This design comes from an exercise in tuning for small area and a short achievable clock period on the open sky130 flow, not from production work.
The RTL was checked by simulation tests, not by an equivalence proof against the original design.
Power and IR drop assume default switching activity.

// singlecycle
module singlecycle (
    input  logic        i_clk, i_reset,
    input  logic [31:0] i_io_sw,
    input  logic [31:0] i_instr,
    output logic [31:0] o_pc_debug,
    output logic [31:0] o_io_ledr,
    output logic [31:0] o_io_ledg,
    output logic [31:0] o_io_lcd,
    output logic [31:0] o_io_hex0, o_io_hex1, o_io_hex2, o_io_hex3,
    output logic [31:0] o_io_hex4, o_io_hex5, o_io_hex6, o_io_hex7
);
Size: roughly 10000 cells after synthesis, roughly 450 I/O pins, roughly 150000 um^2 of cells after synthesis.
clock: 30.0 ns
lec_check: 0
cap_margin: 35
core_margin: 2
core_utilization: 30
place_density: 0.62
slew_margin: 35
synth_hierarchical: 1
standard.sh (not shown) runs the stock make flow with config.mk's settings and CLKGATE_MAP_FILE= SYNTH_SCRIPT=/design/flow/synth_recipe.tcl, a recipe that flattens the netlist after the stock synthesis.
==> flow/flow/run.sh <==
#!/bin/bash
# Layout flow: the standard ORFS flow (standard.sh) with these changes:
#  - repair_timing aims at 21 ns of setup slack, so the resizer sizes and buffers
#    the critical paths instead of stopping once the 30 ns clock is met;
#  - clock tree sinks are clustered 25 to a buffer and CTS adds no dummy loads;
#  - ports are buffered with buf_1 cells.
# The synthesis, floorplan, power grid, SDC and clock period are the standard ones.
set -euo pipefail
export SETUP_SLACK_MARGIN=21
export CTS_ARGS="-sink_clustering_enable -repair_clock_nets -sink_clustering_size 25 -sink_clustering_max_diameter 100 -dont_use_dummy_load"
export BUFFER_PORTS_ARGS="-buffer_cell sky130_fd_sc_hd__buf_1"
bash standard.sh > standard.log 2>&1
The baseline produced a clean layout.
Edit:
Settings changed: CORE_UTILIZATION 30 to 45, PLACE_DENSITY 0.62 to 0.6.
After rerunning: Total power shrinks slightly; register-to-register slack is worse by 0.33 ns; sequential share of layout area grows by 1.0 points; worst setup slack is worse by 0.12 ns; maximum frequency shrinks slightly; final cell count shrinks by roughly a tenth; clock power is about the same; global-route usage grows by 15 points; cell area shrinks slightly.
Edit:
==> flow/flow/run.sh (replaced) <==
#!/bin/bash
# Layout flow: the standard ORFS flow (standard.sh) with these changes:
#  - repair_timing aims at 20.5 ns of setup slack, so the resizer sizes and buffers
#    the critical paths instead of stopping once the 30 ns clock is met;
#  - clock tree sinks are clustered 25 to a buffer and CTS adds no dummy loads;
#  - ports are buffered with buf_1 cells.
# The synthesis, floorplan, power grid, SDC and clock period are the standard ones.
set -euo pipefail
export SETUP_SLACK_MARGIN=20.5
export CTS_ARGS="-sink_clustering_enable -repair_clock_nets -sink_clustering_size 25 -sink_clustering_max_diameter 100 -dont_use_dummy_load"
export BUFFER_PORTS_ARGS="-buffer_cell sky130_fd_sc_hd__buf_1"
bash standard.sh > standard.log 2>&1
Settings changed: CORE_UTILIZATION 45 to 30, PLACE_DENSITY 0.6 to 0.55.
=> Sequential power stays flat. Count of clock-buffer cells in the layout shrinks by 2. Final area went up slightly. Setup slack degrades by 0.013 ns. Via count fell slightly. Die area rose by well over a third. Clock skew rises by 0.049 ns.
Edit:
==> flow/flow/run.sh (replaced) <==
#!/bin/bash
# Layout flow: the standard ORFS flow (standard.sh) with these changes:
#  - repair_timing aims at 21 ns of setup slack, so the resizer sizes and buffers
#    the critical paths instead of stopping once the 30 ns clock is met;
#  - clock tree sinks are clustered 25 to a buffer and CTS adds no dummy loads;
#  - ports are buffered with buf_1 cells.
# The synthesis, floorplan, power grid, SDC and clock period are the standard ones.
set -euo pipefail
export SETUP_SLACK_MARGIN=21
export CTS_ARGS="-sink_clustering_enable -repair_clock_nets -sink_clustering_size 25 -sink_clustering_max_diameter 100 -dont_use_dummy_load"
export BUFFER_PORTS_ARGS="-buffer_cell sky130_fd_sc_hd__buf_1"
bash standard.sh > standard.log 2>&1
Settings changed: PLACE_DENSITY 0.55 to 0.7.
Effect: Flip-flop and latch count does not change; core utilization is higher by 0.34 points; clock-buffer cell count is lower by 4; worst setup slack degrades by 0.0093 ns; global-route usage is lower by 0.95 points; clock power is lower by about 3%; non-clock buffer count is higher by 93; maximum frequency stays flat; wire length is lower by 3.5%.
Edit:
Settings changed: PLACE_DENSITY 0.7 to 0.55.
The changed run produced a clean layout.
Area after synthesis is unchanged.
Setup slack improves by 0.11 ns.
Worst hold slack improves by 0.0039 ns.
Global-route usage goes up by 1.3 points.
First-iteration DRC count goes down by about 8%.
Final cell count stays flat.
Power goes up by 1.0%.
Edit:
==> flow/flow/run.sh (replaced) <==
#!/bin/bash
# Layout flow: the standard ORFS flow (standard.sh) with these changes:
#  - repair_timing aims at 21.5 ns of setup slack, so the resizer sizes and buffers
#    the critical paths instead of stopping once the 30 ns clock is met;
#  - clock tree sinks are clustered 25 to a buffer and CTS adds no dummy loads;
#  - ports are buffered with buf_1 cells.
# The synthesis, floorplan, power grid, SDC and clock period are the standard ones.
set -euo pipefail
export SETUP_SLACK_MARGIN=21.5
export CTS_ARGS="-sink_clustering_enable -repair_clock_nets -sink_clustering_size 25 -sink_clustering_max_diameter 100 -dont_use_dummy_load"
export BUFFER_PORTS_ARGS="-buffer_cell sky130_fd_sc_hd__buf_1"
bash standard.sh > standard.log 2>&1
After rerunning:
- The new run completed without violations
- final area climbs by 1.0%
- worst setup slack is worse by 0.055 ns
- die area is unchanged
- register-to-register slack hardly moves
- hold slack is better by 0.0069 ns
- core utilization climbs by 0.35 points
- total power climbs by 0.60%


singlecycle, a different RTL version from the one above (not shown whole).
For scale: about 450 I/O pins, roughly 0.15 mm² of cells after synthesis.
==> flow/config.mk <==
export PLATFORM = sky130hd
export DESIGN_NAME = singlecycle
export DESIGN_NICKNAME = singlecycle
export VERILOG_FILES = /design/flow/design.v
export SDC_FILE = /design/flow/constraint.sdc
export NUM_CORES = 8
export LEC_CHECK = 0
export CAP_MARGIN = 35
export CORE_MARGIN = 2
export CORE_UTILIZATION = 30
export PLACE_DENSITY = 0.5
export SLEW_MARGIN = 35
export SYNTH_HIERARCHICAL = 1
==> flow/constraint.sdc <==
create_clock -name core_clock -period 30.0 [get_ports {i_clk}]
set_input_delay 6.0000 -clock core_clock [delete_from_list [all_inputs] [get_ports {i_clk}]]
set_output_delay 6.0000 -clock core_clock [all_outputs]
set_load 0.01 [all_outputs]
==> flow/flow/run.sh <==
#!/bin/bash
# Layout flow: the standard ORFS flow (standard.sh) with these changes:
#  - repair_timing aims at 21 ns of setup slack, so the resizer sizes and buffers
#    the critical paths instead of stopping once the 30 ns clock is met;
#  - clock tree sinks are clustered 25 to a buffer and CTS adds no dummy loads;
#  - ports are buffered with buf_2 cells.
# The synthesis, floorplan, power grid, SDC and clock period are the standard ones.
set -euo pipefail
export SETUP_SLACK_MARGIN=21
export CTS_ARGS="-sink_clustering_enable -repair_clock_nets -sink_clustering_size 25 -sink_clustering_max_diameter 100 -dont_use_dummy_load"
export BUFFER_PORTS_ARGS="-buffer_cell sky130_fd_sc_hd__buf_2"
bash standard.sh > standard.log 2>&1
==> next run, changes <==
==> flow/flow/run.sh (replaced) <==
#!/bin/bash
# Layout flow: the standard ORFS flow (standard.sh) with these changes:
#  - repair_timing aims at 21 ns of setup slack, so the resizer sizes and buffers
#    the critical paths instead of stopping once the 30 ns clock is met;
#  - clock tree sinks are clustered 20 to a buffer and CTS adds no dummy loads;
#  - ports are buffered with buf_2 cells.
# The synthesis, floorplan, power grid, SDC and clock period are the standard ones.
set -euo pipefail
export SETUP_SLACK_MARGIN=21
export CTS_ARGS="-sink_clustering_enable -repair_clock_nets -sink_clustering_size 20 -sink_clustering_max_diameter 100 -dont_use_dummy_load"
export BUFFER_PORTS_ARGS="-buffer_cell sky130_fd_sc_hd__buf_2"
bash standard.sh > standard.log 2>&1
The changed run went through all stages and came out clean.
Wire length hardly moves.
Flip-flop and latch count stays the same.
Hold slack degrades by 0.0096 ns.
Cell area came out higher slightly.
Final cell count is about the same.
Power came out higher by a few percent.
Clock power came out higher by roughly a tenth.
Clock skew came out higher by 0.014 ns.
Die area does not change.
Synthesized area stays the same.
Non-clock buffer count came out higher by 11.
==> next run, changes <==
==> flow/flow/run.sh (replaced) <==
#!/bin/bash
# Layout flow: the standard ORFS flow (standard.sh) with these changes:
#  - repair_timing aims at 20 ns of setup slack, so the resizer sizes and buffers
#    the critical paths instead of stopping once the 30 ns clock is met;
#  - clock tree sinks are clustered 20 to a buffer and CTS adds no dummy loads;
#  - ports are buffered with buf_2 cells.
# The synthesis, floorplan, power grid, SDC and clock period are the standard ones.
set -euo pipefail
export SETUP_SLACK_MARGIN=20
export CTS_ARGS="-sink_clustering_enable -repair_clock_nets -sink_clustering_size 20 -sink_clustering_max_diameter 100 -dont_use_dummy_load"
export BUFFER_PORTS_ARGS="-buffer_cell sky130_fd_sc_hd__buf_2"
bash standard.sh > standard.log 2>&1
=> The changed run produced a clean layout. Final cell count shrinks by 1.8%. Fmax shrinks by 6.1%. Non-clock buffer count shrinks by 299. Total power shrinks by 0.92%. Worst hold slack gets worse by 0.035 ns. Cell area shrinks by 3.6%. Clock skew shrinks by 0.0081 ns.


singlecycle, a different RTL version from the one above (not shown whole).
Size: about 10,000 cells after synthesis, about 450 I/O pins, ~150,000 µm² of cells after synthesis.
Settings: LEC_CHECK=0, CAP_MARGIN=35, CORE_MARGIN=2, CORE_UTILIZATION=30, PLACE_DENSITY=0.7, SLEW_MARGIN=35, SYNTH_HIERARCHICAL=1; clock period 30.0 ns.
==> flow/flow/run.sh <==
#!/bin/bash
# Layout flow: the standard ORFS flow (standard.sh) with these changes:
#  - repair_timing aims at 21 ns of setup slack, so the resizer sizes and buffers
#    the critical paths instead of stopping once the 30 ns clock is met;
#  - clock tree sinks are clustered 25 to a buffer and CTS adds no dummy loads;
#  - ports are buffered with buf_2 cells.
# The synthesis, floorplan, power grid, SDC and clock period are the standard ones.
set -euo pipefail
export SETUP_SLACK_MARGIN=21
export CTS_ARGS="-sink_clustering_enable -repair_clock_nets -sink_clustering_size 25 -sink_clustering_max_diameter 100 -dont_use_dummy_load"
export BUFFER_PORTS_ARGS="-buffer_cell sky130_fd_sc_hd__buf_2"
bash standard.sh > standard.log 2>&1
Change:
--- a/flow/config.mk
+++ b/flow/config.mk
@@ -9,5 +9,5 @@
 export CORE_MARGIN = 2
 export CORE_UTILIZATION = 30
-export PLACE_DENSITY = 0.7
+export PLACE_DENSITY = 0.55
 export SLEW_MARGIN = 35
 export SYNTH_HIERARCHICAL = 1
Register-to-register slack loses 0.30 ns; sequential share of layout area came out higher by 0.43 points; synthesized cell count is unchanged; via count came out lower by a few percent; cell area came out lower slightly; combinational power barely changes; count of clock-buffer cells in the layout came out higher by 3; clock power came out higher by a few percent; setup slack loses 0.077 ns; wire length came out higher by a few percent; first-iteration DRC count came out lower by a little under a tenth.

port drivers added, routing unchanged:
In the flow no input, the clock included, has a driving cell. The finished layouts below were timed again as built, in two steps.
Step 1: set_driving_cell puts a clkbuf_16 on i_clk and a buf_2 on each other input, an assumption about the parent block.
Step 2, shift: input delay + t, output delay - t, t = (earliest + latest rising clock arrival at the registers) / 2. This alone moves slack from input paths to output paths.
a / b / c = ideal / step 1 / step 2; a / b = the first two.
run	t, ns	setup slack, ns	hold slack, ns	worst data-port slew with drivers (ns)
the first run of note 1	1.022	20.448 / 20.509 / 19.487	0.506 / 0.506 / 0.506	0.09
the second run of note 1	1.018	20.325 / 20.394 / 19.377	0.556 / 0.556 / 0.556	0.19
the third run of note 1	1.048	20.313 / 20.364 / 19.316	0.528 / 0.528 / 0.528	0.10
the fourth run of note 1	0.986	20.303 / 20.349 / 19.363	0.533 / 0.533 / 0.533	0.21
the fifth run of note 1	1.050	20.415 / 20.403 / 19.352	0.537 / 0.537 / 0.537	0.16
the sixth run of note 1	1.070	20.360 / 20.073 / 19.004	0.544 / 0.544 / 0.544	0.42
the first run of note 2	1.022	20.484 / 20.212 / 19.189	0.554 / 0.554 / 0.554	0.48
the second run of note 2	1.049	20.522 / 20.228 / 19.179	0.545 / 0.545 / 0.545	0.57
the third run of note 2	1.056	19.903 / 19.884 / 18.828	0.509 / 0.509 / 0.509	0.31
the first run of note 3	0.982	20.501 / 20.257 / 19.275	0.518 / 0.518 / 0.518	0.36
the second run of note 3	1.098	20.424 / 20.134 / 19.036	0.531 / 0.531 / 0.531	0.57
After both steps setup and hold are still met in every run listed. For the second run of note 3, which loses most, drivers alone change the setup slack by -0.290 ns; drivers and shift together by -1.388 ns.
